Background: an optimization exercise with open tools, aiming at small area. Do not read the settings as production practice.
Where RTL was checked, it was by simulation tests only, not by an equivalence proof against the original.
Function not checked in runs 1 to 6: the RTL went through the layout flow alone.
Power is estimated from default activity; no workload was simulated.

<file path="design/flow/flow/run.sh">
#!/bin/bash
set -euo pipefail
work=$(pwd)
rm -rf "$work/scripts"
mkdir -p "$work/scripts"
cp -r "$FLOW_HOME/scripts/." "$work/scripts/"
cp "$work/flow/abc.script" "$work/scripts/abc_speed.script"
export SCRIPTS_DIR="$work/scripts"
export BUFFER_PORTS_ARGS="-buffer_cell sky130_fd_sc_hd__buf_1"
bash standard.sh > "$work/orfs_make.log" 2>&1
</file>
<file path="design/flow/flow/abc.script">
&get -n
&st
&syn2
&dch
&nf -a -R 1000
&put
</file>
<file path="design/flow/standard.sh">
#!/bin/bash
# synth_recipe.tcl (not shown) runs the flow's synth.tcl, then flattens the netlist and writes it again
# the make line also repeats each setting of config.mk as NAME=value (left out here)
make -C /OpenROAD-flow-scripts/flow DESIGN_CONFIG=/design/flow/config.mk WORK_HOME=/design/flow/orfs CLKGATE_MAP_FILE= SYNTH_SCRIPT=/design/flow/synth_recipe.tcl "${@:-finish}"
</file>
<file path="design/flow/config.mk">
export PLATFORM = sky130hd
export DESIGN_NAME = cfg_test_top
export DESIGN_NICKNAME = cfg_test_top
export VERILOG_FILES = /design/flow/design.v
export SDC_FILE = /design/flow/constraint.sdc
export NUM_CORES = 4
export LEC_CHECK = 0
export CAP_MARGIN = 20
export CORE_MARGIN = 2
export CORE_UTILIZATION = 40
export CTS_BUF_LIST = sky130_fd_sc_hd__clkbuf_8
export CTS_CLUSTER_DIAMETER = 60
export CTS_CLUSTER_SIZE = 14
export SLEW_MARGIN = 20
</file>
<file path="design/flow/constraint.sdc">
create_clock -name core_clock -period 5.0 [get_ports {clk}]
set_input_delay 1.0000 -clock core_clock [delete_from_list [all_inputs] [get_ports {clk}]]
set_output_delay 1.0000 -clock core_clock [all_outputs]
set_load 0.01 [all_outputs]
</file>
<file path="design/flow/design.v">
module cfg_test_top(
    input             clk ,
    input             rstn ,
    input      [31:0] addr ,
    input      [31:0] wdata ,
    output reg [31:0] rdata ,
    output            rdata_vld ,
    input             wr ,
    input             rd
);
wire [5:0] a = addr[5:0];
reg        rd_count_mode;
reg        sample_mode;
reg [31:0] r02, r03, r04, r10, r11, r12, r13, r14;
wire [31:0] wd = wdata & {32{rstn}};
wire        ld = wr | ~rstn;
always @(posedge clk) begin
    if (ld && (!rstn || a == 6'h00)) rd_count_mode <= wd[0];
    if (ld && (!rstn || a == 6'h01)) sample_mode   <= wd[0];
    if (ld && (!rstn || a == 6'h02)) r02 <= wd;
    if (ld && (!rstn || a == 6'h03)) r03 <= wd;
    if (ld && (!rstn || a == 6'h04)) r04 <= wd;
    if (ld && (!rstn || a == 6'h10)) r10 <= wd;
    if (ld && (!rstn || a == 6'h11)) r11 <= wd;
    if (ld && (!rstn || a == 6'h12)) r12 <= wd;
    if (ld && (!rstn || a == 6'h13)) r13 <= wd;
    if (ld && (!rstn || a == 6'h14)) r14 <= wd;
end
reg        rst_d;
always @(posedge clk)
    rst_d <= ~rstn;
reg  [18:0] up;
reg         s_prev;
wire        s = |up[18:7] | (up[6:5] == 2'b11 & |up[4:2]);    
always @(posedge clk) begin
    up     <= rstn ? up + 19'd1 : 19'd0;
    s_prev <= s;
end
wire e = s & ~s_prev;
reg  [31:0] acc;
wire        is23 = (a == 6'h23);
wire [31:0] acc_inc = acc + {31'd0, sample_mode ? s : e};
always @(posedge clk) begin
    if (!rstn || (wr && is23))
        acc <= wd;
    else if (rd && is23 && !rd_count_mode)
        acc <= 32'd0;
    else
        acc <= acc_inc;
end
reg  [5:0] ar;
reg  [31:0] x;
wire [31:0] p1 = (ar == 6'h02) ? x : r02;
always @(posedge clk)
    x <= (a[0] ? acc : (a[5] ? p1 : r02)) + {31'd0, a[0] ? (sample_mode & s) : a[5]};
reg        v1, v2;
always @(posedge clk) begin
    ar <= {a[5:1], a[0] | (rst_d & a[5] & ~a[1])};
    v1 <= rd;
    v2 <= v1;
end
assign rdata_vld = v2;
always @(posedge clk) begin
    case (ar)
        6'h00: rdata <= {31'd0, rd_count_mode};
        6'h01: rdata <= {31'd0, sample_mode};
        6'h02: rdata <= r02;
        6'h03: rdata <= r03;
        6'h04: rdata <= r04;
        6'h10: rdata <= r10;
        6'h11: rdata <= r11;
        6'h12: rdata <= r12;
        6'h13: rdata <= r13;
        6'h14: rdata <= r14;
        6'h20: rdata <= x;
        6'h21: rdata <= 32'h1;
        6'h22: rdata <= 32'h0;
        6'h23: rdata <= x;
        default: rdata <= 32'hF0F0F0F0;
    endcase
end
endmodule
</file>
==> impl_summary.txt, run 1 <==
----------------------------------------------------
[STA]
  Final worst path period share ... 83.5%
  Layout Skew ... 0.0212 ns
  Final total negative setup slack ... 0 ns
  Number of failing setup endpoints in the final timing report ... 0
  FMAX ... 0.240 GHz
  Final hold violations ... 0
  Clock period minus final worst setup slack ... 4.18 ns
  Slew at the pin with the worst max-slew slack ... 1.11 ns
  Max Transition Viols Final ... 0
  Max-slew headroom ... 26.1%
  RSZ-0062 raised after global routing ... false

[Yosys]
  Mean Syn Cell Area ... 13.3 um2
  Syn Nets ... 1,152
  Post-synth cell types ... 34
  YS warnings ... 1
  Mapped Cells ... 1,079
  Async SR Flop Fraction ... 0%
  Number of enable flip-flop cells after synthesis ... 258
  Most used DFF post-synth ... edfxtp_1
  Post-synthesis cell area ... 14,400 um2
  Flip-flop and latch count after synthesis ... 383
  Sequential cell area fraction in the yosys report ... 71.3%

[Place]
  Half-perimeter wire length after placement ... 23,000 um
  Gp weighted congestion ... 0.825
  I/O Buffers ... 74

[CTS]
  Post_cts resized ... 0
  Number of buffers inserted by hold repair at cts ... 0
  Later-pin clock latency in the skew report ... 0.57 ns
  Post-CTS setup buffer count ... 0
  CTS tree ... built
  Number of clock sinks ... 383
  CTS Buf Count ... 35
  Clock transition at path regs ... 0.09 ns
  Maximum count of clock buffers along a single path ... 3
  Root cell of the clock tree ... clkbuf_8
  Count of H-tree levels built during CTS ... 2

[Critical path]
  Kind of launch point of the worst setup path ... primary input
  R2R setup slack ... 0.91 ns
  Worst reg2reg path endpoint ... x[31]$_DFF_P_
  CP Capture Type ... flop
  Critical Path Source ... addr[5]
  CP endpoint ... x[31]$_DFF_P_
  Crit Path Category ... in -> reg
  Maximum fanout encountered on the critical timing path ... 32
  Number of cell instances on the worst register-to-register path ... 19
  Data arrival time of the critical path ... 4.68 ns
  Req. time, crit path ... 5.51 ns
  Worst reg2reg path startpoint ... ar[2]$_DFF_P_

[Power]
  Design Power ... 6.07 mW
  Highest ir drop seen on vdd ... 0.000205 V
  Leakage ... 5.72 nW
  Cell Pwr Density ... 370 nW/um2

[Flow run]
  Total of max-cap violations ... 0

[Route]
  Residual DRC count ... 0
  Number of DRC markers in iteration 0 ... 1,048
  Final routed wirelength across all metal layers ... 37,500 um
  Vias ... 9,520
  Vias per std cell ... 5.55
  Detailed-router iteration count before antenna repair ... 7
  Routed WL per cell ... 21.9 um
  Remaining number of nets flagged by the antenna check after routing ... 0

[Finish]
  Fillcell total ... 3,175
  Sequential cell area ... 10,200 um2
  Fraction of layout instances using a drive strength above 1 ... 8.15%
  Area grow syn2layout ... 14.3%
  Total area of multi-input combinational cells ... 4250 um2
  Number of nets in the layout ... 1,298

[Floorplan]
  Top Ports ... 101
  Starting Density ... 40.5%
  Die H ... 194 um
  Horiz. Die Dim ... 194 um
  Std-Cell Core Area ... 35,500 um2
  Rows ... 69
  Die Footprint ... 37,500 um2

[Global routing]
  Global route total overflow ... 0
  Global-route wire length before repair ... 56,900 um
  Pin count of the biggest net entering global routing ... 44
  Via count of the first global-routing pass ... 9,323
  Number of antenna violations at the first check in global routing ... 1
  Total global routing track utilization ... 19.8%

[Status]
  Status ... finished clean

[Hold path]
  Worst hold path type ... reg -> reg

----------------------------------------------------
## through the flow
stage | std cells | utilization (%) | setup WS [ns] | hold slack, ns | instance area, um2
floorplan | 1079 | - | 0.230 | 0.310 | 14400
global placement | 1648 | 44.2 | 0.408 | 0.311 | 15700
detailed placement | 1648 | 44.2 | 0.267 | 0.313 | 15700
CTS | 1712 | 46.2 | 0.846 | 0.335 | 16400
global route | 1713 | 46.3 | 0.272 | 0.338 | 16400
finish | 1714 | 46.3 | 0.825 | 0.334 | 16400
## cells in the final DEF, fill, tap and decap left out, types with 8 or more instances in the layout
master    count
nor3_1       14
clkinv_1     10
nand3_1      40
buf_4        32
clkbuf_8     36
dfxtp_1     125
and3_1       30
a221oi_1     19
o21ai_4       8
nor2_1       87
xnor2_1      38
xor2_1       24
o21ai_0      52
nand4_1       8
a222oi_1     63
a22o_1       30
buf_1        72
inv_1        16
a21oi_1      29
and2_0       37
edfxtp_1    258
nand2_1     150
## state kept, by name (all words and copies together) (netlist names), 19 cells and up
name and count:
r03 32, rdata 32, r13 32, x 32, r14 32, r04 32, up 19, r11 32
r10 32, r02 32, r12 32, acc 32
## how the worst min path moves through the flow
stage / start / end / slack [ns] / depth (start not counted)
4_1_cts: v1$_DFF_P_ / v2$_DFF_P_ / 0.33 / 0
3_5_place_dp: v1$_DFF_P_ / v2$_DFF_P_ / 0.31 / 0
6_report: v1$_DFF_P_ / v2$_DFF_P_ / 0.33 / 0
5_1_grt: v1$_DFF_P_ / v2$_DFF_P_ / 0.34 / 0
3_3_place_gp: v1$_DFF_P_ / v2$_DFF_P_ / 0.31 / 0
2_1_floorplan: v1$_DFF_P_ / v2$_DFF_P_ / 0.31 / 0
## cells in the mapped netlist, types with 5 or more instances
cell | n | area share [%]
a21oi_1 | 30 | 1.0
a221oi_1 | 19 | 1.2
a222oi_1 | 63 | 4.4
a22o_1 | 30 | 1.8
and2_0 | 37 | 1.6
and3_1 | 30 | 1.3
clkinv_1 | 9 | 0.23
dfxtp_1 | 125 | 17
edfxtp_1 | 258 | 54
ha_1 | 5 | 0.44
nand2_1 | 150 | 3.9
nand2b_1 | 5 | 0.22
nand3_1 | 40 | 1.4
nand4_1 | 8 | 0.35
nor2_1 | 92 | 2.4
nor3_1 | 17 | 0.59
o21ai_0 | 61 | 2.1
o31ai_1 | 7 | 0.37
xnor2_1 | 38 | 2.3
xor2_1 | 24 | 1.5
## worst max-delay path, stage by stage
cell and delay [ns]:
buf_1 0.16, clkinv_1 0.20, nor4_4 0.36, buf_12 0.24, o21ai_0 0.10, o21ai_0 0.26, and3_1 0.27, nand2_1 0.09
nor2_1 0.16, and2_0 0.25, nand2_1 0.10, nor3b_1 0.28, nand2_1 0.11, nor3_1 0.28, and2_0 0.21, and4b_1 0.27
nand2_1 0.11, nor2_1 0.14, xnor2_1 0.12
## power breakdown
part / internal (mW) / switching, mW
Sequential: 3.64 / 0.105
Clock: 0.892 / 1.06
Combinational: 0.121 / 0.250
## kinds of logic (layout without fill, tap and decap cells)
group,after synthesis,after routing,synth area share [%]
AOI/OAI and AO/OA,222,222,11.5
xor gates and xnor gates,62,62,3.78
adders and majority gates,5,5,0.435
other,0,1,0
DFF,383,383,71.3
and+or+nand+nor,398,398,12.7
buffers and inverters,9,182,0.235
## cell type report
type,instances,share of cell area [%]
Clock buffer,36,3.02
Sequential cell,383,62.4
Multi-Input combinational cell,687,25.9
Antenna cell,1,0.0152
Clock inverter,28,1.42
Inverter,9,0.206
Timing Repair Buffer,109,3.58
Tap cell,461,3.51
## routing by layer
layer	routed length [um]	vias to the layer above	global-route usage, %
met5	0	-	0
met4	749	0	5.29
met3	2560	54	3.00
met1	16900	4703	28.4
li1	-	4458	-
met2	17300	305	31.5
==> inputs of run 2 (changes only) <==
--- a/design/flow/config.mk
+++ b/design/flow/config.mk
@@ -6,5 +6,5 @@
 export NUM_CORES = 4
 export LEC_CHECK = 0
-export CAP_MARGIN = 20
+export CAP_MARGIN = 0
 export CORE_MARGIN = 2
 export CORE_UTILIZATION = 40
@@ -12,3 +12,3 @@
 export CTS_CLUSTER_DIAMETER = 60
 export CTS_CLUSTER_SIZE = 14
-export SLEW_MARGIN = 20
+export SLEW_MARGIN = 0
==> impl_summary.txt, run 2 <==
----------------------------------------------------
[Hold path]
  Worst hold path type ... reg -> reg (unchanged)

[Global routing]
  Global route total overflow ... 0 (unchanged)
  Number of antenna violations at the first check in global routing ... 1 (unchanged)
  Global-route wire length before repair ... 56,900 um (unchanged)
  Total global routing track utilization ... 19.8% (unchanged)
  Pin count of the biggest net entering global routing ... 44 (unchanged)
  Via count of the first global-routing pass ... 9,323 (unchanged)

[STA]
  FMAX ... 0.239 GHz (was 0.240 GHz)
  Slew at the pin with the worst max-slew slack ... 1.24 ns (was 1.11 ns)
  Max Transition Viols Final ... 0 (unchanged)
  Layout Skew ... 0.0228 ns (was 0.0212 ns)
  Number of failing setup endpoints in the final timing report ... 0 (unchanged)
  Max-slew headroom ... 16.8% (was 26.1%)
  Clock period minus final worst setup slack ... 4.19 ns (was 4.18 ns)
  RSZ-0062 raised after global routing ... false (unchanged)
  Final worst path period share ... 83.7% (was 83.5%)
  Final hold violations ... 0 (unchanged)
  Final total negative setup slack ... 0 ns (unchanged)

[Yosys]
  Post-synth top area cell ... edfxtp_1 (unchanged)
  Post-synth cell types ... 34 (unchanged)
  Portion of synthesized cell area occupied by the leading cell type ... 53.9% (unchanged)
  Most used DFF post-synth ... edfxtp_1 (unchanged)
  YS warnings ... 1 (unchanged)
  Sequential cell area fraction in the yosys report ... 71.3% (unchanged)
  Most common cell in the synthesized netlist ... edfxtp_1 (unchanged)
  Post-synthesis cell area ... 14,400 um2 (unchanged)
  Number of enable flip-flop cells after synthesis ... 258 (unchanged)
  Largest cells by area after synthesis ... edfxtp_1, dfxtp_1, a222oi_1 (unchanged)
  Most numerous cell types in the synthesized netlist ... edfxtp_1, nand2_1, dfxtp_1, nor2_1, a222oi_1 (unchanged)
  Flip-flop and latch count after synthesis ... 383 (unchanged)
  Async SR Flop Fraction ... 0% (unchanged)
  Syn Nets ... 1,152 (unchanged)
  Mean Syn Cell Area ... 13.3 um2 (unchanged)
  Mapped Cells ... 1,079 (unchanged)

[CTS]
  Number of clock sinks ... 383 (unchanged)
  Later-pin clock latency in the skew report ... 0.57 ns (about the same)
  CTS tree ... built (unchanged)
  Number of buffers inserted by hold repair at cts ... 0 (unchanged)
  CTS Buf Count ... 35 (unchanged)
  Maximum count of clock buffers along a single path ... 3 (unchanged)
  Post-CTS setup buffer count ... 0 (unchanged)
  Post_cts resized ... 0 (unchanged)
  Root cell of the clock tree ... clkbuf_8 (unchanged)
  Count of H-tree levels built during CTS ... 2 (unchanged)
  Clock transition at path regs ... 0.09 ns (about the same)

[Route]
  Vias ... 9,555 (was 9,520)
  Final routed wirelength across all metal layers ... 37,500 um (about the same)
  Routed WL per cell ... 21.9 um (about the same)
  Remaining number of nets flagged by the antenna check after routing ... 0 (unchanged)
  Detailed-router iteration count before antenna repair ... 6 (was 7)
  Vias per std cell ... 5.58 (was 5.55)
  Residual DRC count ... 0 (unchanged)
  Number of DRC markers in iteration 0 ... 1,079 (was 1,048)

[Floorplan]
  Starting Density ... 40.5% (unchanged)
  Die H ... 194 um (unchanged)
  Rows ... 69 (unchanged)
  Std-Cell Core Area ... 35,500 um2 (unchanged)
  Top Ports ... 101 (unchanged)
  Horiz. Die Dim ... 194 um (unchanged)
  Die Footprint ... 37,500 um2 (unchanged)

[Finish]
  Number of nets in the layout ... 1,297 (was 1,298)
  Most common library cell in the layout ignoring fill and taps ... edfxtp_1 (unchanged)
  Fillcell total ... 3,176 (was 3,175)
  Commonest cells after routing, fill and taps aside ... edfxtp_1, nand2_1, dfxtp_1, nor2_1, buf_1 (unchanged)
  Finished Cell Area ... 16,400 um2 (about the same)
  Fraction of layout instances using a drive strength above 1 ... 8.07% (was 8.15%)
  Area grow syn2layout ... 14.1% (was 14.3%)

[Power]
  Cell Pwr Density ... 370 nW/um2 (about the same)
  Highest ir drop seen on vdd ... 0.000205 V (about the same)
  Design Power ... 6.07 mW (about the same)
  Leakage ... 5.71 nW (was 5.72 nW)

[Critical path]
  CP Capture Type ... flop (unchanged)
  Kind of launch point of the worst setup path ... primary input (unchanged)
  Data arrival time of the critical path ... 4.69 ns (was 4.68 ns)
  Maximum fanout encountered on the critical timing path ... 32 (unchanged)
  Crit Path Category ... in -> reg (unchanged)
  Req. time, crit path ... 5.51 ns (about the same)

[Place]
  Half-perimeter wire length after placement ... 23,000 um (unchanged)
  Total cell area at the placement stage ... 15,700 um2 (unchanged)
  I/O Buffers ... 74 (unchanged)
  Gp weighted congestion ... 0.825 (unchanged)

[Status]
  Status ... finished clean (unchanged)

[Flow run]
  Total of max-cap violations ... 0 (unchanged)

----------------------------------------------------
[run 2: cell counts after synthesis]
Identical to the previous run, type by type.
[run 2: metrics by stage]
| stage | cells | hold WS [ns] | utilization, % | setup WS [ns] |
|---|---|---|---|---|
| 6_report | 1713 | 0.334 | 46.2 | 0.814 |
| 5_1_grt | 1712 | 0.338 | 46.2 | 0.272 |
| 4_1_cts | 1712 | 0.335 | 46.2 | 0.846 |
| 3_5_place_dp | 1648 | 0.313 | 44.2 | 0.267 |
| 3_3_place_gp | 1648 | 0.311 | 44.2 | 0.408 |
| 2_1_floorplan | 1079 | 0.310 | - | 0.230 |
[run 2: final timing paths]
| path | slack [ns] | cells past startpoint | startpoint | end |
|---|---|---|---|---|
| hold / removal | 0.33 | 0 | v1$_DFF_P_ | v2$_DFF_P_ |
| setup reg to reg | 0.90 | 19 | ar[2]$_DFF_P_ | x[31]$_DFF_P_ |
| hold reg to reg | 0.33 | 0 | v1$_DFF_P_ | v2$_DFF_P_ |
| setup / recovery | 0.81 | 19 | addr[5] | x[31]$_DFF_P_ |
[run 2: cells by family after synthesis]
logic type	after synthesis	share of synthesized area, %
XOR/XNOR	62	3.78
AO/OA/AOI/OAI	222	11.5
flip-flops	383	71.3
buffers and inverters	9	0.235
adder cells (fa/ha/maj)	5	0.435
AND/OR/NAND/NOR	398	12.7
[run 2: cell type report]
cell class	count	area, um2	share of cell area (%)
clock buffers	36	495	3.02
clock inverters	28	233	1.42
flip-flops and latches	383	10200	62.5
inverters	9	33.8	0.206
diodes	1	2.50	0.0153
well taps	461	577	3.52
repair buffers	108	561	3.42
multi-input cells	687	4250	25.9
[run 2: metal layers]
metal	vias to the layer above	global-route usage [%]	part of all wire, %
met2	300	31.5	46
met5	-	0	0
met4	0	5.29	1.9
met3	54	3.00	6.5
li1	4453	-	-
met1	4748	28.4	46
[run 2: worst max-delay path: stages]
cell      delay [ns]
buf_1           0.16
clkinv_1        0.20
nor4_4          0.36
buf_12          0.24
o21ai_0         0.10
o21ai_0         0.26
and3_1          0.26
nand2_1         0.09
nor2_1          0.16
and2_0          0.26
nand2_1         0.10
nor3b_1         0.28
nand2_1         0.11
nor3_1          0.28
and2_0          0.21
and4b_1         0.26
nand2_1         0.10
nor2_1          0.14
xnor2_1         0.12
[run 2: power by group]
group / internal [mW] / switching, mW / leakage [nW]
registers: 3.64 / 0.105 / 3.53
logic: 0.121 / 0.250 / 1.77
clock network: 0.892 / 1.06 / 0.415
==> inputs of run 3 (changes only) <==
--- a/design/flow/config.mk
+++ b/design/flow/config.mk
@@ -6,5 +6,5 @@
 export NUM_CORES = 4
 export LEC_CHECK = 0
-export CAP_MARGIN = 0
+export CAP_MARGIN = 5
 export CORE_MARGIN = 2
 export CORE_UTILIZATION = 40
@@ -12,3 +12,3 @@
 export CTS_CLUSTER_DIAMETER = 60
 export CTS_CLUSTER_SIZE = 14
-export SLEW_MARGIN = 0
+export SLEW_MARGIN = 5
==> impl_summary.txt, run 3 <==
----------------------------------------------------
[Route]
  Number of DRC markers in iteration 0 ... 1,079 (unchanged)
  Vias ... 9,555 (unchanged)
  Final routed wirelength across all metal layers ... 37,500 um (unchanged)
  Remaining number of nets flagged by the antenna check after routing ... 0 (unchanged)
  Detailed-router iteration count before antenna repair ... 6 (unchanged)
  Routed WL per cell ... 21.9 um (unchanged)
  Vias per std cell ... 5.58 (unchanged)
  Residual DRC count ... 0 (unchanged)

[STA]
  Worst hold margin ... 0.334 ns (unchanged)
  Final worst path period share ... 83.7% (unchanged)
  Clock period minus final worst setup slack ... 4.19 ns (unchanged)
  Final total negative setup slack ... 0 ns (unchanged)
  FMAX ... 0.239 GHz (unchanged)
  Number of failing setup endpoints in the final timing report ... 0 (unchanged)
  Max-slew headroom ... 16.8% (unchanged)
  Final hold violations ... 0 (unchanged)
  Slew at the pin with the worst max-slew slack ... 1.24 ns (unchanged)
  RSZ-0062 raised after global routing ... false (unchanged)
  Layout Skew ... 0.0228 ns (unchanged)
  Max Transition Viols Final ... 0 (unchanged)
  Setup slack of the critical path after layout ... 0.814 ns (unchanged)

[Global routing]
  Pin count of the biggest net entering global routing ... 44 (unchanged)
  Global route total overflow ... 0 (unchanged)
  Number of antenna violations at the first check in global routing ... 1 (unchanged)
  Via count of the first global-routing pass ... 9,323 (unchanged)
  Global-route wire length before repair ... 56,900 um (unchanged)
  Total global routing track utilization ... 19.8% (unchanged)

[Critical path]
  Kind of launch point of the worst setup path ... primary input (unchanged)
  Data arrival time of the critical path ... 4.69 ns (about the same)
  Delay contributed by the slowest stage of the critical path ... 0.36 ns (about the same)
  Slowest stage cell on the critical path ... nor4_4 (unchanged)
  Crit Path Category ... in -> reg (unchanged)
  Maximum fanout encountered on the critical timing path ... 32 (unchanged)
  Cell seen most often among critical-path stages ... nand2_1 (unchanged)
  Sequence of cells on the critical path ... buf_1 > clkinv_1 > nor4_4 > buf_12 > o21ai_0 > o21ai_0 > and3_1 > nand2_1 > nor2_1 > and2_0 > nand2_1 > nor3b_1 > nand2_1 > nor3_1 > and2_0 > and4b_1 > nand2_1 > nor2_1 > xnor2_1 (unchanged)
  Req. time, crit path ... 5.51 ns (about the same)
  R2R setup slack ... 0.90 ns (about the same)
  CP Capture Type ... flop (unchanged)
  Bufs and invs on worst path ... 3 (unchanged)
  Worst path top cell family by delay ... simple AND/OR/NAND/NOR gates (unchanged)

[Finish]
  Area grow syn2layout ... 14.1% (unchanged)
  Finished Cell Area ... 16,400 um2 (unchanged)
  Most common library cell in the layout ignoring fill and taps ... edfxtp_1 (unchanged)
  Commonest cells after routing, fill and taps aside ... edfxtp_1, nand2_1, dfxtp_1, nor2_1, buf_1 (unchanged)
  Total area of multi-input combinational cells ... 4250 um2 (unchanged)
  Fillcell total ... 3,176 (unchanged)
  Sequential cell area ... 10,200 um2 (unchanged)
  Number of nets in the layout ... 1,297 (unchanged)
  Post-layout utilization of the core ... 46.2% (unchanged)
  Fraction of layout instances using a drive strength above 1 ... 8.07% (unchanged)

[Floorplan]
  Rows ... 69 (unchanged)
  Starting Density ... 40.5% (unchanged)
  Die Footprint ... 37,500 um2 (unchanged)
  Std-Cell Core Area ... 35,500 um2 (unchanged)
  Horiz. Die Dim ... 194 um (unchanged)
  Top Ports ... 101 (unchanged)
  Die H ... 194 um (unchanged)

[Yosys]
  Most common cell in the synthesized netlist ... edfxtp_1 (unchanged)
  Largest cells by area after synthesis ... edfxtp_1, dfxtp_1, a222oi_1 (unchanged)
  Most used DFF post-synth ... edfxtp_1 (unchanged)
  Post-synth top area cell ... edfxtp_1 (unchanged)
  Most numerous cell types in the synthesized netlist ... edfxtp_1, nand2_1, dfxtp_1, nor2_1, a222oi_1 (unchanged)
  Number of enable flip-flop cells after synthesis ... 258 (unchanged)
  Mean Syn Cell Area ... 13.3 um2 (unchanged)
  Sequential cell area fraction in the yosys report ... 71.3% (unchanged)
  Syn Nets ... 1,152 (unchanged)
  Flip-flop and latch count after synthesis ... 383 (unchanged)
  Portion of synthesized cell area occupied by the leading cell type ... 53.9% (unchanged)
  Post-synthesis cell area ... 14,400 um2 (unchanged)
  YS warnings ... 1 (unchanged)
  Async SR Flop Fraction ... 0% (unchanged)
  Post-synth cell types ... 34 (unchanged)
  Mapped Cells ... 1,079 (unchanged)

[Status]
  Status ... finished clean (unchanged)

[Place]
  Half-perimeter wire length after placement ... 23,000 um (unchanged)
  Total cell area at the placement stage ... 15,700 um2 (unchanged)
  I/O Buffers ... 74 (unchanged)
  Post-placement setup slack ... 0.267 ns (unchanged)
  Gp weighted congestion ... 0.825 (unchanged)

[CTS]
  Number of buffers inserted by hold repair at cts ... 0 (unchanged)
  Later-pin clock latency in the skew report ... 0.57 ns (about the same)
  Number of clock sinks ... 383 (unchanged)
  Count of H-tree levels built during CTS ... 2 (unchanged)
  CTS Buf Count ... 35 (unchanged)
  CTS tree ... built (unchanged)
  Post-CTS setup buffer count ... 0 (unchanged)
  Root cell of the clock tree ... clkbuf_8 (unchanged)
  Post_cts resized ... 0 (unchanged)
  Maximum count of clock buffers along a single path ... 3 (unchanged)
  Clock transition at path regs ... 0.09 ns (about the same)

[Flow run]
  Total of max-cap violations ... 0 (unchanged)

[Hold path]
  Worst hold path type ... reg -> reg (unchanged)

[Power]
  Cell Pwr Density ... 370 nW/um2 (unchanged)
  Leakage ... 5.71 nW (unchanged)
  Highest ir drop seen on vdd ... 0.000205 V (unchanged)

----------------------------------------------------
## run 3: final timing paths
path,startpoint,end,cells after the start
worst min register to register,v1$_DFF_P_,v2$_DFF_P_,0
worst min-delay path,v1$_DFF_P_,v2$_DFF_P_,0
worst max register to register,ar[2]$_DFF_P_,x[31]$_DFF_P_,19
worst max-delay path,addr[5],x[31]$_DFF_P_,19
## run 3: area by class of cell
cell class                      count  area share, %
Sequential cell                   383           62.5
Tap cell                          461           3.52
Clock inverter                     28           1.42
Antenna cell                        1         0.0153
Clock buffer                       36           3.02
Multi-Input combinational cell    687           25.9
Timing Repair Buffer              108           3.42
Inverter                            9          0.206
## run 3: metrics by stage
stage	cells	total power [mW]
after floorplan	1079	4.01
after global placement	1648	4.18
after detailed placement	1648	4.19
after CTS	1712	6.13
after global routing	1712	6.30
final	1713	6.07
## run 3: worst reg2reg max path: cells and delay by family, from the launching register on
kind,cells,cell delay [ns]
AOI/OAI and AO/OA,2,0.36
buffers and inverters,1,0.24
DFF,1,0.34
xor gates and xnor gates,1,0.12
and+or+nand+nor,15,2.98
## run 3: per-layer routing
layer  share of wire (%)  global-route usage, %  routed length [um]  up-vias
li1                    -                      -                   -     4453
met1                  46                   28.4               17100     4748
met2                  46                   31.5               17200      300
met3                 6.5                   3.00                2440       54
met4                 1.9                   5.29                 726        0
met5                   0                      0                   0        -
## run 3: cells by family after synthesis
family / share of synthesized area (%)
adders and majority gates: 0.435
xor gates and xnor gates: 3.78
buffers and inverters: 0.235
DFF: 71.3
and+or+nand+nor: 12.7
AOI/OAI and AO/OA: 11.5
## run 3: power breakdown
part / total [mW] / internal (mW) / switching, mW
registers: 3.75 / 3.64 / 0.105
logic: 0.371 / 0.121 / 0.250
clock network: 1.95 / 0.892 / 1.06
==> inputs of run 4 (changes only) <==
==> design/flow/config.mk (replaced) <==
export PLATFORM = sky130hd
export DESIGN_NAME = cfg_test_top
export DESIGN_NICKNAME = cfg_test_top
export VERILOG_FILES = /design/flow/design.v
export SDC_FILE = /design/flow/constraint.sdc
export NUM_CORES = 4
export LEC_CHECK = 0
export CAP_MARGIN = 20
export CORE_MARGIN = 2
export CORE_UTILIZATION = 65
export CTS_BUF_LIST = sky130_fd_sc_hd__clkbuf_8
export CTS_CLUSTER_DIAMETER = 100
export CTS_CLUSTER_SIZE = 17
export SLEW_MARGIN = 20
==> impl_summary.txt, run 4 <==
----------------------------------------------------
[Hold path]
  Worst hold path type ... reg -> reg (unchanged)

[Finish]
  Commonest cells after routing, fill and taps aside ... edfxtp_1, nand2_1, dfxtp_1, nor2_1, buf_1 (unchanged)
  Finished Cell Area ... 15,900 um2 (was 16,400 um2)
  Post-layout utilization of the core ... 73.0% (was 46.2%)
  Fillcell total ... 1,522 (was 3,176)
  Area grow syn2layout ... 10.5% (was 14.1%)
  Sequential cell area ... 10,200 um2 (unchanged)
  Total area of multi-input combinational cells ... 4250 um2 (about the same)
  Number of nets in the layout ... 1,289 (was 1,297)
  Final standard cell count with taps included and fillers excluded ... 1,517 (was 1,713)
  Fraction of layout instances using a drive strength above 1 ... 6.72% (was 8.07%)
  Most common library cell in the layout ignoring fill and taps ... edfxtp_1 (unchanged)

[CTS]
  Count of H-tree levels built during CTS ... 1 (was 2)
  Post_cts resized ... 0 (unchanged)
  Later-pin clock latency in the skew report ... 0.59 ns (was 0.57 ns)
  Root cell of the clock tree ... clkbuf_8 (unchanged)
  Clock transition at path regs ... 0.11 ns (was 0.09 ns)
  CTS Buf Count ... 26 (was 35)
  CTS tree ... built (unchanged)
  Post-CTS setup buffer count ... 0 (unchanged)
  Maximum count of clock buffers along a single path ... 3 (unchanged)
  Number of clock sinks ... 383 (unchanged)
  Number of buffers inserted by hold repair at cts ... 0 (unchanged)

[Global routing]
  Number of antenna violations at the first check in global routing ... 0 (was 1)
  Met3 Usage GRT ... 5.01% (was 3.00%)
  Most congested layer reported by global routing ... met2 (unchanged)
  Global-route wire length before repair ... 53,000 um (was 56,900 um)
  Global route total overflow ... 0 (unchanged)
  Via count of the first global-routing pass ... 9,151 (was 9,323)
  M1 GR Usage ... 45.1% (was 28.4%)
  Total global routing track utilization ... 29.7% (was 19.8%)
  Met2 Resource Use GR ... 45.4% (was 31.5%)
  Pin count of the biggest net entering global routing ... 37 (was 44)

[Power]
  Leakage ... 5.60 nW (was 5.71 nW)
  Cell Pwr Density ... 350 nW/um2 (was 370 nW/um2)
  Fraction of power consumed by sequential logic ... 67.4% (was 61.7%)
  Proportion of total power due to net switching ... 23.2% (was 23.3%)
  Cell-internal power ... 4.27 mW (was 4.66 mW)
  Clock network power share ... 26.0% (was 32.2%)
  Design Power ... 5.56 mW (was 6.07 mW)
  Highest ir drop seen on vdd ... 0.000256 V (was 0.000205 V)
  Switching power ... 1.29 mW (was 1.42 mW)
  Fraction of power consumed by combinational cells ... 6.6% (was 6.1%)

[Yosys]
  Mean Syn Cell Area ... 13.3 um2 (unchanged)
  Most numerous cell types in the synthesized netlist ... edfxtp_1, nand2_1, dfxtp_1, nor2_1, a222oi_1 (unchanged)
  Number of enable flip-flop cells after synthesis ... 258 (unchanged)
  Async SR Flop Fraction ... 0% (unchanged)
  Post-synth cell types ... 34 (unchanged)
  YS warnings ... 1 (unchanged)
  Syn Nets ... 1,152 (unchanged)
  Most used DFF post-synth ... edfxtp_1 (unchanged)
  Mapped Cells ... 1,079 (unchanged)
  Sequential cell area fraction in the yosys report ... 71.3% (unchanged)
  Most common cell in the synthesized netlist ... edfxtp_1 (unchanged)
  Portion of synthesized cell area occupied by the leading cell type ... 53.9% (unchanged)
  Post-synth top area cell ... edfxtp_1 (unchanged)
  Flip-flop and latch count after synthesis ... 383 (unchanged)
  Largest cells by area after synthesis ... edfxtp_1, dfxtp_1, a222oi_1 (unchanged)
  Post-synthesis cell area ... 14,400 um2 (unchanged)

[STA]
  RSZ-0062 raised after global routing ... false (unchanged)
  Max Transition Viols Final ... 0 (unchanged)
  Final worst path period share ... 87.2% (was 83.7%)
  Setup slack of the critical path after layout ... 0.641 ns (was 0.814 ns)
  Worst hold margin ... 0.361 ns (was 0.334 ns)
  FMAX ... 0.229 GHz (was 0.239 GHz)
  Final total negative setup slack ... 0 ns (unchanged)
  Layout Skew ... 0.0132 ns (was 0.0228 ns)
  Slew at the pin with the worst max-slew slack ... 0.963 ns (was 1.24 ns)
  Number of failing setup endpoints in the final timing report ... 0 (unchanged)
  Clock period minus final worst setup slack ... 4.36 ns (was 4.19 ns)
  Max-slew headroom ... 35.5% (was 16.8%)
  Final hold violations ... 0 (unchanged)

[Floorplan]
  Die H ... 153 um (was 194 um)
  Std-Cell Core Area ... 21,800 um2 (was 35,500 um2)
  Top Ports ... 101 (unchanged)
  Starting Density ... 66.1% (was 40.5%)
  Rows ... 54 (was 69)
  Horiz. Die Dim ... 153 um (was 194 um)
  Die Footprint ... 23,300 um2 (was 37,500 um2)

[Place]
  Total cell area at the placement stage ... 15,400 um2 (was 15,700 um2)
  Half-perimeter wire length after placement ... 21,600 um (was 23,000 um)
  Post-placement setup slack ... 0.111 ns (was 0.267 ns)
  Placed cell count ... 1,468 (was 1,648)
  I/O Buffers ... 74 (unchanged)
  Gp weighted congestion ... 0.861 (was 0.825)

[Route]
  Residual DRC count ... 0 (unchanged)
  Routed WL per cell ... 23.1 um (was 21.9 um)
  Final routed wirelength across all metal layers ... 35,100 um (was 37,500 um)
  Vias per std cell ... 6.35 (was 5.58)
  Detailed-router iteration count before antenna repair ... 9 (was 6)
  Vias ... 9,639 (was 9,555)
  Number of DRC markers in iteration 0 ... 1,091 (was 1,079)
  Remaining number of nets flagged by the antenna check after routing ... 0 (unchanged)

[Critical path]
  Kind of launch point of the worst setup path ... primary input (unchanged)
  Bufs and invs on worst path ... 2 (was 3)
  Sequence of cells on the critical path ... buf_1 > clkinv_1 > nor4_4 > o21ai_0 > o21ai_0 > and3_1 > nand2_1 > nor2_1 > and2_0 > nand2_1 > nor3b_1 > nand2_1 > nor3_1 > and2_0 > and4b_1 > nand2_1 > nor2_1 > xnor2_1 (was buf_1 > clkinv_1 > nor4_4 > buf_12 > o21ai_0 > o21ai_0 > and3_1 > nand2_1 > nor2_1 > and2_0 > nand2_1 > nor3b_1 > nand2_1 > nor3_1 > and2_0 > and4b_1 > nand2_1 > nor2_1 > xnor2_1)
  Crit Path Category ... in -> reg (unchanged)
  Slowest stage cell on the critical path ... nor4_4 (unchanged)
  Cell seen most often among critical-path stages ... nand2_1 (unchanged)
  Delay contributed by the slowest stage of the critical path ... 0.53 ns (was 0.36 ns)
  Req. time, crit path ... 5.53 ns (was 5.51 ns)
  Worst path top cell family by delay ... simple AND/OR/NAND/NOR gates (unchanged)
  Maximum fanout encountered on the critical timing path ... 5 (was 32)
  Data arrival time of the critical path ... 4.89 ns (was 4.69 ns)
  CP Capture Type ... flop (unchanged)

[Status]
  Status ... finished clean (unchanged)

[Flow run]
  Total of max-cap violations ... 0 (unchanged)

----------------------------------------------------
==> run 4: cells by family after synthesis <==
| kind of cell | after synthesis | synth area share [%] |
|---|---|---|
| AND/OR/NAND/NOR | 398 | 12.7 |
| flip-flops | 383 | 71.3 |
| AO/OA/AOI/OAI | 222 | 11.5 |
| XOR/XNOR | 62 | 3.78 |
| buffers and inverters | 9 | 0.235 |
| adder cells (fa/ha/maj) | 5 | 0.435 |
==> run 4: path summary, 6_finish.rpt <==
path              slack (ns)           from       endpoint  depth (start not counted)
hold / removal          0.36     v1$_DFF_P_     v2$_DFF_P_                          0
hold reg to reg         0.36     v1$_DFF_P_     v2$_DFF_P_                          0
setup reg to reg        0.78  ar[2]$_DFF_P_  x[31]$_DFF_P_                         18
setup / recovery        0.64        addr[5]  x[31]$_DFF_P_                         18
==> run 4: metal layers <==
| layer | wire length, um | up-vias |
|---|---|---|
| li1 | - | 4425 |
| met1 | 15300 | 4700 |
| met2 | 15800 | 452 |
| met3 | 3210 | 62 |
| met4 | 780 | 0 |
| met5 | 0 | - |
==> run 4: layout make-up <==
class,count,share of cell area (%)
well taps,280,2.21
repair buffers,109,3.42
clock buffers,27,2.34
flip-flops and latches,383,64.5
multi-input cells,687,26.8
clock inverters,21,0.528
diodes,1,0.0158
inverters,9,0.213
==> run 4: power groups by stage <==
| stage | Clock [mW] | Combinational, mW | Sequential [mW] |
|---|---|---|---|
| 2_1_floorplan | 0 | 0.205 | 3.80 |
| 3_3_place_gp | 0 | 0.355 | 3.81 |
| 3_5_place_dp | 0 | 0.364 | 3.82 |
| 4_1_cts | 1.45 | 0.365 | 3.75 |
| 5_1_grt | 1.57 | 0.401 | 3.78 |
| 6_report | 1.45 | 0.367 | 3.75 |
==> inputs of run 5 (changes only) <==
--- a/design/flow/config.mk
+++ b/design/flow/config.mk
@@ -6,9 +6,9 @@
 export NUM_CORES = 4
 export LEC_CHECK = 0
-export CAP_MARGIN = 20
+export CAP_MARGIN = 0
 export CORE_MARGIN = 2
-export CORE_UTILIZATION = 65
+export CORE_UTILIZATION = 85
 export CTS_BUF_LIST = sky130_fd_sc_hd__clkbuf_8
 export CTS_CLUSTER_DIAMETER = 100
 export CTS_CLUSTER_SIZE = 17
-export SLEW_MARGIN = 20
+export SLEW_MARGIN = 0
==> impl_summary.txt, run 5 <==
----------------------------------------------------
[Status]
  Status ... failed layout checks (was finished clean)
  Layout violations ..... setup timing

[STA]
  Layout Skew ... 0.0256 ns (was 0.0132 ns)
  Setup slack of the critical path after layout ... -0.123 ns (was 0.641 ns)
  Slew at the pin with the worst max-slew slack ... 1.41 ns (was 0.963 ns)
  Number of failing setup endpoints in the final timing report ... 2 (was 0)
  RSZ-0062 raised after global routing ... false (unchanged)
  Max Transition Viols Final ... 0 (unchanged)
  Max-slew headroom ... 5.89% (was 35.5%)
  FMAX ... 0.195 GHz (was 0.229 GHz)
  Final hold violations ... 0 (unchanged)
  Clock period minus final worst setup slack ... 5.12 ns (was 4.36 ns)
  Final worst path period share ... 102% (was 87.2%)

[Finish]
  Final standard cell count with taps included and fillers excluded ... 1,455 (was 1,517)
  Commonest cells after routing, fill and taps aside ... edfxtp_1, nand2_1, dfxtp_1, nor2_1, buf_1 (unchanged)
  Number of nets in the layout ... 1,283 (was 1,289)
  Area grow syn2layout ... 9.75% (was 10.5%)
  Finished Cell Area ... 15,800 um2 (was 15,900 um2)
  Fraction of layout instances using a drive strength above 1 ... 6.34% (was 6.72%)
  Most common library cell in the layout ignoring fill and taps ... edfxtp_1 (unchanged)
  Fillcell total ... 389 (was 1,522)

[Global routing]
  Number of antenna violations at the first check in global routing ... 2 (was 0)
  Via count of the first global-routing pass ... 12.0k (was 9,151)
  Global route total overflow ... 0 (unchanged)
  Global-route wire length before repair ... 71,400 um (was 53,000 um)
  Total global routing track utilization ... 54.4% (was 29.7%)
  Pin count of the biggest net entering global routing ... 47 (was 37)

[Place]
  Post-placement setup slack ... 0.0646 ns (was 0.111 ns)
  Total cell area at the placement stage ... 15,300 um2 (was 15,400 um2)
  Gp weighted congestion ... 0.933 (was 0.861)
  I/O Buffers ... 74 (unchanged)
  Half-perimeter wire length after placement ... 24,600 um (was 21,600 um)
  Placed cell count ... 1,401 (was 1,468)

[Hold path]
  Worst hold path type ... reg -> reg (unchanged)
  Start point of the worst min-delay path ... v1$_DFF_P_ (unchanged)

[Route]
  Residual DRC count ... 0 (unchanged)
  Routed WL per cell ... 33.2 um (was 23.1 um)
  Vias ... 12.1k (was 9,639)
  Final routed wirelength across all metal layers ... 48,300 um (was 35,100 um)
  Vias per std cell ... 8.31 (was 6.35)
  Detailed-router iteration count before antenna repair ... 13 (was 9)
  Number of DRC markers in iteration 0 ... 3,342 (was 1,091)
  Remaining number of nets flagged by the antenna check after routing ... 0 (unchanged)

[Yosys]
  Sequential cell area fraction in the yosys report ... 71.3% (unchanged)
  Post-synthesis cell area ... 14,400 um2 (unchanged)
  Syn Nets ... 1,152 (unchanged)
  Multiplexer fraction of the synthesized cell area ... 0% (unchanged)
  Most common cell in the synthesized netlist ... edfxtp_1 (unchanged)
  Mean Syn Cell Area ... 13.3 um2 (unchanged)
  Largest family of logic cells by synthesized area ... simple AND/OR/NAND/NOR gates (unchanged)
  Mapped Cells ... 1,079 (unchanged)
  Most used DFF post-synth ... edfxtp_1 (unchanged)
  Most numerous cell types in the synthesized netlist ... edfxtp_1, nand2_1, dfxtp_1, nor2_1, a222oi_1 (unchanged)
  Post-synthesis share of cell area spent on and, or, nand and nor gates ... 12.7% (unchanged)
  Portion of synthesized cell area occupied by the leading cell type ... 53.9% (unchanged)
  Fraction of the mapped netlist area in adder cells ... 0.435% (unchanged)
  Number of enable flip-flop cells after synthesis ... 258 (unchanged)
  Flip-flop and latch count after synthesis ... 383 (unchanged)
  Synthesized-area fraction occupied by ao, oa, aoi and oai cells ... 11.5% (unchanged)
  Largest cells by area after synthesis ... edfxtp_1, dfxtp_1, a222oi_1 (unchanged)
  Post-synth top area cell ... edfxtp_1 (unchanged)
  YS warnings ... 1 (unchanged)
  Async SR Flop Fraction ... 0% (unchanged)
  XOR/XNOR share of the synthesized area ... 3.78% (unchanged)
  Post-synth cell types ... 34 (unchanged)

[CTS]
  Number of clock sinks ... 383 (unchanged)
  Clock transition at path regs ... 0.11 ns (about the same)
  Maximum count of clock buffers along a single path ... 3 (unchanged)
  Root cell of the clock tree ... clkbuf_8 (unchanged)
  CTS tree ... built (unchanged)
  CTS Buf Count ... 26 (unchanged)
  Later-pin clock latency in the skew report ... 0.62 ns (was 0.59 ns)
  Count of H-tree levels built during CTS ... 1 (unchanged)

[Floorplan]
  Die Footprint ... 18,000 um2 (was 23,300 um2)
  Starting Density ... 86.7% (was 66.1%)
  Horiz. Die Dim ... 134 um (was 153 um)
  Std-Cell Core Area ... 16,600 um2 (was 21,800 um2)
  Die H ... 134 um (was 153 um)
  Top Ports ... 101 (unchanged)
  Rows ... 47 (was 54)

[Power]
  Highest ir drop seen on vdd ... 0.000327 V (was 0.000256 V)
  Cell Pwr Density ... 363 nW/um2 (was 350 nW/um2)
  Design Power ... 5.73 mW (was 5.56 mW)
  Leakage ... 5.57 nW (was 5.60 nW)

[Critical path]
  Worst reg2reg path startpoint ... ar[2]$_DFF_P_ (unchanged)
  Sequence of cells on the critical path ... nor2_1 > nand3b_1 > nor4_4 > buf_4 > o21ai_0 > o21ai_0 > nand2_1 > nor2_1 > and2_0 > nand2_1 > nor3b_1 > nand2_1 > nor3_2 > and2_0 > and4b_1 > nand2_1 > nor2_1 > xnor2_1 (was buf_1 > clkinv_1 > nor4_4 > o21ai_0 > o21ai_0 > and3_1 > nand2_1 > nor2_1 > and2_0 > nand2_1 > nor3b_1 > nand2_1 > nor3_1 > and2_0 > and4b_1 > nand2_1 > nor2_1 > xnor2_1)
  Delay contributed by the slowest stage of the critical path ... 0.64 ns (was 0.53 ns)
  Kind of launch point of the worst setup path ... flop (was primary input)
  Critical Path Source ... ar[2]$_DFF_P_ (was addr[5])
  Crit Path Category ... reg -> reg (was in -> reg)
  Maximum fanout encountered on the critical timing path ... 7 (was 5)
  CP Capture Type ... flop (unchanged)
  Cell seen most often among critical-path stages ... nand2_1 (unchanged)
  Data arrival time of the critical path ... 5.66 ns (was 4.89 ns)
  Req. time, crit path ... 5.54 ns (was 5.53 ns)
  Slowest stage cell on the critical path ... o21ai_0 (was nor4_4)

[Flow run]
  Total of max-cap violations ... 0 (unchanged)

----------------------------------------------------
-- run 5: cell count changes in the layout (fill, tap and decap cells not counted) --
cell	previous run	this run
buf_12	0	1
nor3_4	2	1
nor3_1	14	13
nor2_2	4	5
a21oi_2	0	1
nor3_2	1	3
buf_4	35	28
nor2_4	1	0
diode_2	1	5
a21oi_4	1	0
-- run 5: final timing paths --
| path | endpoint | slack [ns] | cells after the start |
|---|---|---|---|
| setup / recovery | x[31]$_DFF_P_ | -0.12 | 18 |
| hold / removal | v2$_DFF_P_ | 0.36 | 0 |
| setup reg to reg | x[31]$_DFF_P_ | -0.12 | 18 |
| hold reg to reg | v2$_DFF_P_ | 0.36 | 0 |
-- run 5: what timing repair did --
action                     in CTS  in global routing
setup buffers                   0                  1
gates resized for setup         0                  1
setup endpoints to repair       0                  3
hold buffers                    0                  0
-- run 5: metrics by stage --
| stage | setup TNS [ns] | hold slack, ns | util, % |
|---|---|---|---|
| 3_5_place_dp | 0 | 0.321 | 92.2 |
| 4_1_cts | 0 | 0.352 | 95.0 |
| 5_1_grt | 0 | 0.363 | 95.1 |
| 6_report | -0.143 | 0.357 | 95.1 |
| 3_3_place_gp | 0 | 0.310 | 92.2 |
| 2_1_floorplan | 0 | 0.310 | - |
-- run 5: final cells by class --
type,instances,area (um2),share of cell area [%]
Inverter,9,33.8,0.214
Antenna cell,5,12.5,0.0793
Multi-Input combinational cell,687,4240,26.9
Clock buffer,27,372,2.36
Timing Repair Buffer,103,510,3.24
Sequential cell,383,10200,65.0
Tap cell,220,275,1.74
Clock inverter,21,83.8,0.531
-- run 5: kinds of logic (layout without fill, tap and decap cells) --
group,Yosys count,count (layout)
other,0,5
AND/OR/NAND/NOR,398,398
adder cells (fa/ha/maj),5,5
XOR/XNOR,62,62
buffers and inverters,9,160
flip-flops,383,383
AO/OA/AOI/OAI,222,222
-- run 5: per-layer routing --
layer	vias up	GRT usage [%]	part of all wire, %
met4	2	36.5	9.8
met2	1771	79.7	43
met3	573	22.3	20
li1	4429	-	-
met5	-	1.11	0.17
met1	5313	67.1	28
-- run 5: worst max-delay path: cells and delay by family (launching register included) --
kind	cells	cell delay [ns]
xor gates and xnor gates	1	0.15
and+or+nand+nor	14	3.58
AOI/OAI and AO/OA	2	0.75
buffers and inverters	1	0.21
DFF	1	0.36
-- run 5: power breakdown --
part / switching [mW] / internal (mW) / leakage, nW / total [mW]
clock: 0.996 / 0.508 / 0.305 / 1.50
sequential: 0.149 / 3.65 / 3.53 / 3.80
combinational: 0.309 / 0.119 / 1.74 / 0.427
==> inputs of run 6 (changes only) <==
--- a/design/flow/config.mk
+++ b/design/flow/config.mk
@@ -8,7 +8,7 @@
 export CAP_MARGIN = 0
 export CORE_MARGIN = 2
-export CORE_UTILIZATION = 85
+export CORE_UTILIZATION = 75
 export CTS_BUF_LIST = sky130_fd_sc_hd__clkbuf_8
 export CTS_CLUSTER_DIAMETER = 100
-export CTS_CLUSTER_SIZE = 17
+export CTS_CLUSTER_SIZE = 18
 export SLEW_MARGIN = 0
==> impl_summary.txt, run 6 <==
----------------------------------------------------
[Status]
  Status ... finished clean (was failed layout checks)

[Place]
  I/O Buffers ... 74 (unchanged)
  Gp weighted congestion ... 0.942 (was 0.933)
  Half-perimeter wire length after placement ... 21,700 um (was 24,600 um)

[Yosys]
  Most numerous cell types in the synthesized netlist ... edfxtp_1, nand2_1, dfxtp_1, nor2_1, a222oi_1 (unchanged)
  Largest cells by area after synthesis ... edfxtp_1, dfxtp_1, a222oi_1 (unchanged)
  Most common cell in the synthesized netlist ... edfxtp_1 (unchanged)
  Async SR Flop Fraction ... 0% (unchanged)
  Sequential cell area fraction in the yosys report ... 71.3% (unchanged)
  Fraction of the mapped netlist area in adder cells ... 0.435% (unchanged)
  Largest family of logic cells by synthesized area ... simple AND/OR/NAND/NOR gates (unchanged)
  Number of enable flip-flop cells after synthesis ... 258 (unchanged)
  Post-synthesis share of cell area spent on and, or, nand and nor gates ... 12.7% (unchanged)
  Flip-flop and latch count after synthesis ... 383 (unchanged)
  Post-synthesis cell area ... 14,400 um2 (unchanged)
  Syn Nets ... 1,152 (unchanged)
  Most used DFF post-synth ... edfxtp_1 (unchanged)
  Mean Syn Cell Area ... 13.3 um2 (unchanged)
  Portion of synthesized cell area occupied by the leading cell type ... 53.9% (unchanged)
  Post-synth cell types ... 34 (unchanged)
  YS warnings ... 1 (unchanged)
  Post-synth top area cell ... edfxtp_1 (unchanged)
  Mapped Cells ... 1,079 (unchanged)
  Multiplexer fraction of the synthesized cell area ... 0% (unchanged)
  Synthesized-area fraction occupied by ao, oa, aoi and oai cells ... 11.5% (unchanged)
  XOR/XNOR share of the synthesized area ... 3.78% (unchanged)

[CTS]
  Later-pin clock latency in the skew report ... 0.59 ns (was 0.62 ns)
  Maximum count of clock buffers along a single path ... 3 (unchanged)
  Post-CTS setup buffer count ... 0 (unchanged)
  Count of H-tree levels built during CTS ... 1 (unchanged)
  CTS Buf Count ... 25 (was 26)
  Clock transition at path regs ... 0.11 ns (about the same)
  CTS tree ... built (unchanged)
  Root cell of the clock tree ... clkbuf_8 (unchanged)
  Post_cts resized ... 0 (unchanged)
  Number of clock sinks ... 383 (unchanged)
  Number of buffers inserted by hold repair at cts ... 0 (unchanged)

[STA]
  Max Transition Viols Final ... 0 (unchanged)
  Number of failing setup endpoints in the final timing report ... 0 (was 2)
  FMAX ... 0.226 GHz (was 0.195 GHz)
  Final worst path period share ... 88.4% (was 102%)
  Max-slew headroom ... 16.4% (was 5.89%)
  Final total negative setup slack ... 0 ns (was -0.143 ns)
  Worst hold margin ... 0.349 ns (was 0.357 ns)
  RSZ-0062 raised after global routing ... false (unchanged)
  Final hold violations ... 0 (unchanged)
  Slew at the pin with the worst max-slew slack ... 1.25 ns (was 1.41 ns)
  Clock period minus final worst setup slack ... 4.42 ns (was 5.12 ns)
  Layout Skew ... 0.0319 ns (was 0.0256 ns)

[Floorplan]
  Rows ... 50 (was 47)
  Die Footprint ... 20,300 um2 (was 18,000 um2)
  Std-Cell Core Area ... 18,800 um2 (was 16,600 um2)
  Starting Density ... 76.6% (was 86.7%)
  Horiz. Die Dim ... 142 um (was 134 um)
  Die H ... 142 um (was 134 um)
  Top Ports ... 101 (unchanged)

[Route]
  Routed WL per cell ... 24.0 um (was 33.2 um)
  Detailed-router iteration count before antenna repair ... 9 (was 13)
  Vias ... 10.0k (was 12.1k)
  Residual DRC count ... 0 (unchanged)
  Remaining number of nets flagged by the antenna check after routing ... 0 (unchanged)
  Number of DRC markers in iteration 0 ... 1,427 (was 3,342)
  Vias per std cell ... 6.81 (was 8.31)
  Final routed wirelength across all metal layers ... 35,200 um (was 48,300 um)

[Global routing]
  Via count of the first global-routing pass ... 9,627 (was 12.0k)
  Pin count of the biggest net entering global routing ... 33 (was 47)
  Global route total overflow ... 0 (unchanged)
  Total global routing track utilization ... 35.3% (was 54.4%)
  Number of antenna violations at the first check in global routing ... 0 (was 2)
  Global-route wire length before repair ... 53,800 um (was 71,400 um)

[Power]
  Highest ir drop seen on vdd ... 0.000275 V (was 0.000327 V)
  Leakage ... 5.58 nW (was 5.57 nW)
  Design Power ... 5.54 mW (was 5.73 mW)
  Cell Pwr Density ... 350 nW/um2 (was 363 nW/um2)

[Critical path]
  CP Capture Type ... flop (unchanged)
  Slowest stage cell on the critical path ... nor3_1 (was o21ai_0)
  Kind of launch point of the worst setup path ... primary input (was flop)
  Crit Path Category ... in -> reg (was reg -> reg)
  Maximum fanout encountered on the critical timing path ... 9 (was 7)
  Bufs and invs on worst path ... 3 (was 1)
  Sequence of cells on the critical path ... buf_1 > clkinv_1 > nor4_4 > buf_4 > o21ai_0 > o21ai_0 > and3_1 > nand2_1 > nor2_1 > and2_0 > nand2_1 > nor3b_1 > nand2_1 > nor3_1 > and2_0 > and4b_1 > nand2_1 > nor2_1 > xnor2_1 (was nor2_1 > nand3b_1 > nor4_4 > buf_4 > o21ai_0 > o21ai_0 > nand2_1 > nor2_1 > and2_0 > nand2_1 > nor3b_1 > nand2_1 > nor3_2 > and2_0 > and4b_1 > nand2_1 > nor2_1 > xnor2_1)
  Req. time, crit path ... 5.51 ns (was 5.54 ns)
  Delay contributed by the slowest stage of the critical path ... 0.37 ns (was 0.64 ns)
  Worst reg2reg path startpoint ... ar[2]$_DFF_P_ (unchanged)
  Cell seen most often among critical-path stages ... nand2_1 (unchanged)
  Critical Path Source ... addr[5] (was ar[2]$_DFF_P_)
  Data arrival time of the critical path ... 4.93 ns (was 5.66 ns)
  Worst path top cell family by delay ... simple AND/OR/NAND/NOR gates (unchanged)

[Flow run]
  Total of max-cap violations ... 0 (unchanged)

[Finish]
  Most common library cell in the layout ignoring fill and taps ... edfxtp_1 (unchanged)
  Post-layout utilization of the core ... 84.2% (was 95.1%)
  Number of nets in the layout ... 1,288 (was 1,283)
  Commonest cells after routing, fill and taps aside ... edfxtp_1, nand2_1, dfxtp_1, nor2_1, buf_1 (unchanged)
  Fraction of layout instances using a drive strength above 1 ... 6.65% (was 6.34%)
  Area grow syn2layout ... 9.93% (was 9.75%)

[Hold path]
  Worst hold path type ... reg -> reg (unchanged)
  Start point of the worst min-delay path ... v1$_DFF_P_ (unchanged)

----------------------------------------------------
-- run 6: through the flow --
| stage | cell area, um2 | cells | setup WS [ns] |
|---|---|---|---|
| 2_1_floorplan | 14400 | 1079 | 0.230 |
| 3_3_place_gp | 15400 | 1422 | 0.372 |
| 3_5_place_dp | 15400 | 1422 | 0.115 |
| 4_1_cts | 15800 | 1468 | 0.671 |
| 5_1_grt | 15800 | 1468 | 0.240 |
| 6_report | 15800 | 1469 | 0.579 |
-- run 6: area by class of cell --
class / instances / area (um2)
sequential: 383 / 10200
clock inverter: 21 / 95.1
clock buffer: 25 / 344
inverter: 9 / 33.8
timing repair buffer: 109 / 543
fill: 997 / 2970
multi-input combinational: 687 / 4240
antenna: 1 / 2.50
tap: 234 / 293
-- run 6: kinds of logic after synthesis --
| family | count (synthesis) |
|---|---|
| and+or+nand+nor | 398 |
| AOI/OAI and AO/OA | 222 |
| adders and majority gates | 5 |
| DFF | 383 |
| buffers and inverters | 9 |
| xor gates and xnor gates | 62 |
-- run 6: worst paths after layout --
path | endpoint | slack [ns] | cells after the start
max | x[31]$_DFF_P_ | 0.58 | 19
min | v2$_DFF_P_ | 0.35 | 0
max reg2reg | x[31]$_DFF_P_ | 0.69 | 19
min reg2reg | v2$_DFF_P_ | 0.35 | 0
-- run 6: routing by layer --
layer	global-route usage [%]	vias up	wire [um]	share of wire, %
met5	0	-	0	0
met4	12.7	0	1020	2.9
met3	4.91	81	4260	12
met2	54.8	686	16000	45
met1	52.3	4805	13900	40
li1	-	4435	-	-
-- run 6: power by group --
group	switching (mW)	internal [mW]	leakage (nW)	total [mW]
clock	0.927	0.479	0.288	1.41
sequential	0.116	3.64	3.53	3.76
combinational	0.250	0.121	1.77	0.371
total	1.29	4.24	5.58	5.54
==> inputs of run 7 (changes only) <==
--- a/design/flow/design.v
+++ b/design/flow/design.v
@@ -27,7 +27,10 @@
     if (ld && (!rstn || a == 6'h14)) r14 <= wd;
 end
+reg [31:0] p1;
 reg        rst_d;
-always @(posedge clk)
+always @(posedge clk) begin
+    p1    <= r02;
     rst_d <= ~rstn;
+end
 reg  [18:0] up;
 reg         s_prev;
@@ -49,9 +52,8 @@
         acc <= acc_inc;
 end
+reg  [31:0] x;
+always @(posedge clk)
+    x <= (a[0] ? acc : p1) + {31'd0, a[0] ? (sample_mode & s) : 1'b1};
 reg  [5:0] ar;
-reg  [31:0] x;
-wire [31:0] p1 = (ar == 6'h02) ? x : r02;
-always @(posedge clk)
-    x <= (a[0] ? acc : (a[5] ? p1 : r02)) + {31'd0, a[0] ? (sample_mode & s) : a[5]};
 reg        v1, v2;
 always @(posedge clk) begin
==> design/flow/config.mk (replaced) <==
export PLATFORM = sky130hd
export DESIGN_NAME = cfg_test_top
export DESIGN_NICKNAME = cfg_test_top
export VERILOG_FILES = /design/flow/design.v
export SDC_FILE = /design/flow/constraint.sdc
export NUM_CORES = 4
export LEC_CHECK = 0
export CAP_MARGIN = 20
export CORE_MARGIN = 2
export CORE_UTILIZATION = 40
export CTS_BUF_LIST = sky130_fd_sc_hd__clkbuf_8
export CTS_CLUSTER_DIAMETER = 60
export CTS_CLUSTER_SIZE = 14
export SLEW_MARGIN = 20
==> impl_summary.txt, run 7 <==
----------------------------------------------------
[Status]
  Status ... finished clean (unchanged)

[Place]
  Half-perimeter wire length after placement ... 22,300 um (was 21,700 um)
  Post-placement setup slack ... 0.383 ns (was 0.115 ns)
  Gp weighted congestion ... 0.779 (was 0.942)
  I/O Buffers ... 74 (unchanged)

[CTS]
  Maximum count of clock buffers along a single path ... 3 (unchanged)
  Post-CTS setup buffer count ... 0 (unchanged)
  Count of H-tree levels built during CTS ... 2 (was 1)
  Post_cts resized ... 0 (unchanged)
  CTS tree ... built (unchanged)
  Number of buffers inserted by hold repair at cts ... 0 (unchanged)
  CTS Buf Count ... 37 (was 25)
  Later-pin clock latency in the skew report ... 0.58 ns (was 0.59 ns)
  Number of clock sinks ... 415 (was 383)
  Root cell of the clock tree ... clkbuf_8 (unchanged)
  Clock transition at path regs ... 0.09 ns (was 0.11 ns)

[STA]
  RSZ-0062 raised after global routing ... false (unchanged)
  Number of failing setup endpoints in the final timing report ... 0 (unchanged)
  Final total negative setup slack ... 0 ns (unchanged)
  Clock period minus final worst setup slack ... 4.08 ns (was 4.42 ns)
  Final hold violations ... 0 (unchanged)
  Setup slack of the critical path after layout ... 0.925 ns (was 0.579 ns)
  Final worst path period share ... 81.5% (was 88.4%)
  Layout Skew ... 0.0322 ns (was 0.0319 ns)
  Max Transition Viols Final ... 0 (unchanged)
  Max-slew headroom ... 32.1% (was 16.4%)
  FMAX ... 0.245 GHz (was 0.226 GHz)
  Slew at the pin with the worst max-slew slack ... 1.02 ns (was 1.25 ns)

[Route]
  Number of DRC markers in iteration 0 ... 937 (was 1,427)
  Vias per std cell ... 5.52 (was 6.81)
  Remaining number of nets flagged by the antenna check after routing ... 0 (unchanged)
  Routed WL per cell ... 22.5 um (was 24.0 um)
  Final routed wirelength across all metal layers ... 37,900 um (was 35,200 um)
  Detailed-router iteration count before antenna repair ... 6 (was 9)
  Vias ... 9,298 (was 10.0k)
  Residual DRC count ... 0 (unchanged)

[Critical path]
  Worst path top cell family by delay ... simple AND/OR/NAND/NOR gates (unchanged)
  Kind of launch point of the worst setup path ... primary input (unchanged)
  Slowest stage cell on the critical path ... or3b_1 (was nor3_1)
  Req. time, crit path ... 5.47 ns (was 5.51 ns)
  Data arrival time of the critical path ... 4.55 ns (was 4.93 ns)
  Bufs and invs on worst path ... 1 (was 3)
  Crit Path Category ... in -> reg (unchanged)
  CP Capture Type ... flop (unchanged)
  Maximum fanout encountered on the critical timing path ... 6 (was 9)
  Sequence of cells on the critical path ... clkbuf_2 > nor2b_1 > a32oi_1 > nor2_1 > and2_0 > nor2b_1 > nand2_1 > or3_1 > nor3_1 > nor3b_1 > nand2b_1 > nand2b_1 > or3b_1 > nor2_1 > nand4b_1 > xor2_1 (was buf_1 > clkinv_1 > nor4_4 > buf_4 > o21ai_0 > o21ai_0 > and3_1 > nand2_1 > nor2_1 > and2_0 > nand2_1 > nor3b_1 > nand2_1 > nor3_1 > and2_0 > and4b_1 > nand2_1 > nor2_1 > xnor2_1)
  Delay contributed by the slowest stage of the critical path ... 0.40 ns (was 0.37 ns)

[Global routing]
  Via count of the first global-routing pass ... 9,222 (was 9,627)
  Total global routing track utilization ... 19.7% (was 35.3%)
  Pin count of the biggest net entering global routing ... 45 (was 33)
  Global-route wire length before repair ... 56,300 um (was 53,800 um)
  Number of antenna violations at the first check in global routing ... 0 (unchanged)
  Global route total overflow ... 0 (unchanged)

[Yosys]
  Mean Syn Cell Area ... 14.1 um2 (was 13.3 um2)
  Most common cell in the synthesized netlist ... edfxtp_1 (unchanged)
  Async SR Flop Fraction ... 0% (unchanged)
  Post-synth top area cell ... edfxtp_1 (unchanged)
  Post-synthesis cell area ... 14,800 um2 (was 14,400 um2)
  Flip-flop and latch count after synthesis ... 415 (was 383)
  Syn Nets ... 1,122 (was 1,152)
  Sequential cell area fraction in the yosys report ... 73.8% (was 71.3%)
  Most used DFF post-synth ... edfxtp_1 (unchanged)
  Post-synth cell types ... 43 (was 34)
  Largest cells by area after synthesis ... edfxtp_1, dfxtp_1, a222oi_1 (unchanged)
  Portion of synthesized cell area occupied by the leading cell type ... 52.5% (was 53.9%)
  YS warnings ... 1 (unchanged)
  Number of enable flip-flop cells after synthesis ... 258 (unchanged)
  Mapped Cells ... 1,049 (was 1,079)
  Most numerous cell types in the synthesized netlist ... edfxtp_1, dfxtp_1, nand2_1, a21oi_1, nor2_1 (was edfxtp_1, nand2_1, dfxtp_1, nor2_1, a222oi_1)

[Finish]
  Most common library cell in the layout ignoring fill and taps ... edfxtp_1 (unchanged)
  Commonest cells after routing, fill and taps aside ... edfxtp_1, dfxtp_1, nand2_1, buf_1, a21oi_1 (was edfxtp_1, nand2_1, dfxtp_1, nor2_1, buf_1)
  Total area of multi-input combinational cells ... 3890 um2 (was 4240 um2)
  Area grow syn2layout ... 12.8% (was 9.93%)
  Sequential cell area ... 10,900 um2 (was 10,200 um2)
  Number of antenna repair diodes ... 0 (was 1)
  Fillcell total ... 3,264 (was 997)
  Number of nets in the layout ... 1,262 (was 1,288)
  Fraction of layout instances using a drive strength above 1 ... 7.57% (was 6.65%)

[Power]
  Highest ir drop seen on vdd ... 0.000195 V (was 0.000275 V)
  Cell Pwr Density ... 374 nW/um2 (was 350 nW/um2)
  Leakage ... 5.78 nW (was 5.58 nW)

[Hold path]
  Worst hold path type ... reg -> reg (unchanged)

[Floorplan]
  Top Ports ... 101 (unchanged)
  Starting Density ... 40.4% (was 76.6%)
  Horiz. Die Dim ... 196 um (was 142 um)
  Std-Cell Core Area ... 36,500 um2 (was 18,800 um2)
  Die H ... 196 um (was 142 um)
  Rows ... 70 (was 50)
  Die Footprint ... 38,500 um2 (was 20,300 um2)

[Flow run]
  Total of max-cap violations ... 0 (unchanged)

----------------------------------------------------
==> run 7: final timing paths <==
kind | start | end | slack [ns] | cells after the start
min reg2reg | v1$_DFF_P_ | v2$_DFF_P_ | 0.33 | 0
max | addr[0] | x[31]$_DFF_P_ | 0.92 | 16
min | v1$_DFF_P_ | v2$_DFF_P_ | 0.33 | 0
max reg2reg | p1[8]$_DFF_P_ | x[31]$_DFF_P_ | 1.15 | 15
==> run 7: report_power, final <==
| group | internal, mW | total, mW | leakage, nW | switching, mW |
|---|---|---|---|---|
| combinational | 0.109 | 0.357 | 1.58 | 0.248 |
| sequential | 3.92 | 4.02 | 3.80 | 0.102 |
| clock | 0.725 | 1.85 | 0.403 | 1.12 |
| total | 4.75 | 6.22 | 5.78 | 1.47 |
==> run 7: area by class of cell <==
cell class	instances	share of cell area, %
clock buffer	38	3.14
clock inverter	28	0.789
inverter	34	0.766
multi-input combinational	600	23.4
sequential	415	65.4
tap	468	3.52
timing repair buffer	101	3.02
==> run 7: metrics by stage <==
| stage | std cells | total power [mW] | hold WS, ns | util, % | area, um2 |
|---|---|---|---|---|---|
| floorplan | 1049 | 4.27 | 0.310 | - | 14800 |
| global placement | 1617 | 4.45 | 0.311 | 43.7 | 16000 |
| detailed placement | 1617 | 4.46 | 0.314 | 43.7 | 16000 |
| CTS | 1683 | 6.27 | 0.332 | 45.5 | 16600 |
| global route | 1684 | 6.45 | 0.336 | 45.6 | 16700 |
| finish | 1684 | 6.22 | 0.329 | 45.6 | 16700 |
==> run 7: routing by layer <==
layer  routed length, um  vias to the layer above  GRT usage (%)
li1                    -                     4323              -
met1               16400                     4603           26.3
met2               18100                      306           33.2
met3                2420                       66           3.13
met4                1020                        0           6.40
met5                   0                        -              0
==> run 7: kinds of logic (layout without fill, tap and decap cells) <==
group | after synthesis | count (layout) | share of synthesized area (%)
AOI/OAI and AO/OA | 220 | 220 | 10.4
DFF | 415 | 415 | 73.8
adders and majority gates | 5 | 5 | 0.424
muxes | 29 | 29 | 2.03
buffers and inverters | 34 | 201 | 0.864
and+or+nand+nor | 289 | 289 | 9.18
xor gates and xnor gates | 57 | 57 | 3.38

[port drivers added, routing unchanged]
No port has a modelled driver above. Below, the same layouts with a new extraction and two added sets of constraints. Step 1 assumes that a clkbuf_16 drives the clock port and a buf_2 every other input. Step 2 times the ports against the registers' clock, not the clock port: input delays grow and output delays shrink by t, the midpoint of the rising clock arrivals with the driver on. Three values: ideal ports, drivers, drivers and shift; two values: the first two.
run | shift t [ns] | setup WS [ns]
run 1 | 0.605 | 0.825 / 0.815 / 0.211
run 2 | 0.605 | 0.814 / 0.803 / 0.198
run 3 | 0.605 | 0.814 / 0.803 / 0.198
run 4 | 0.625 | 0.641 / 0.662 / 0.037
run 5 | 0.651 | -0.123 / -0.123 / -0.550
run 6 | 0.615 | 0.579 / 0.601 / -0.014
run 7 | 0.616 | 0.925 / 0.926 / 0.310
Met with ideal ports but missed after step 2: setup timing in run 6.
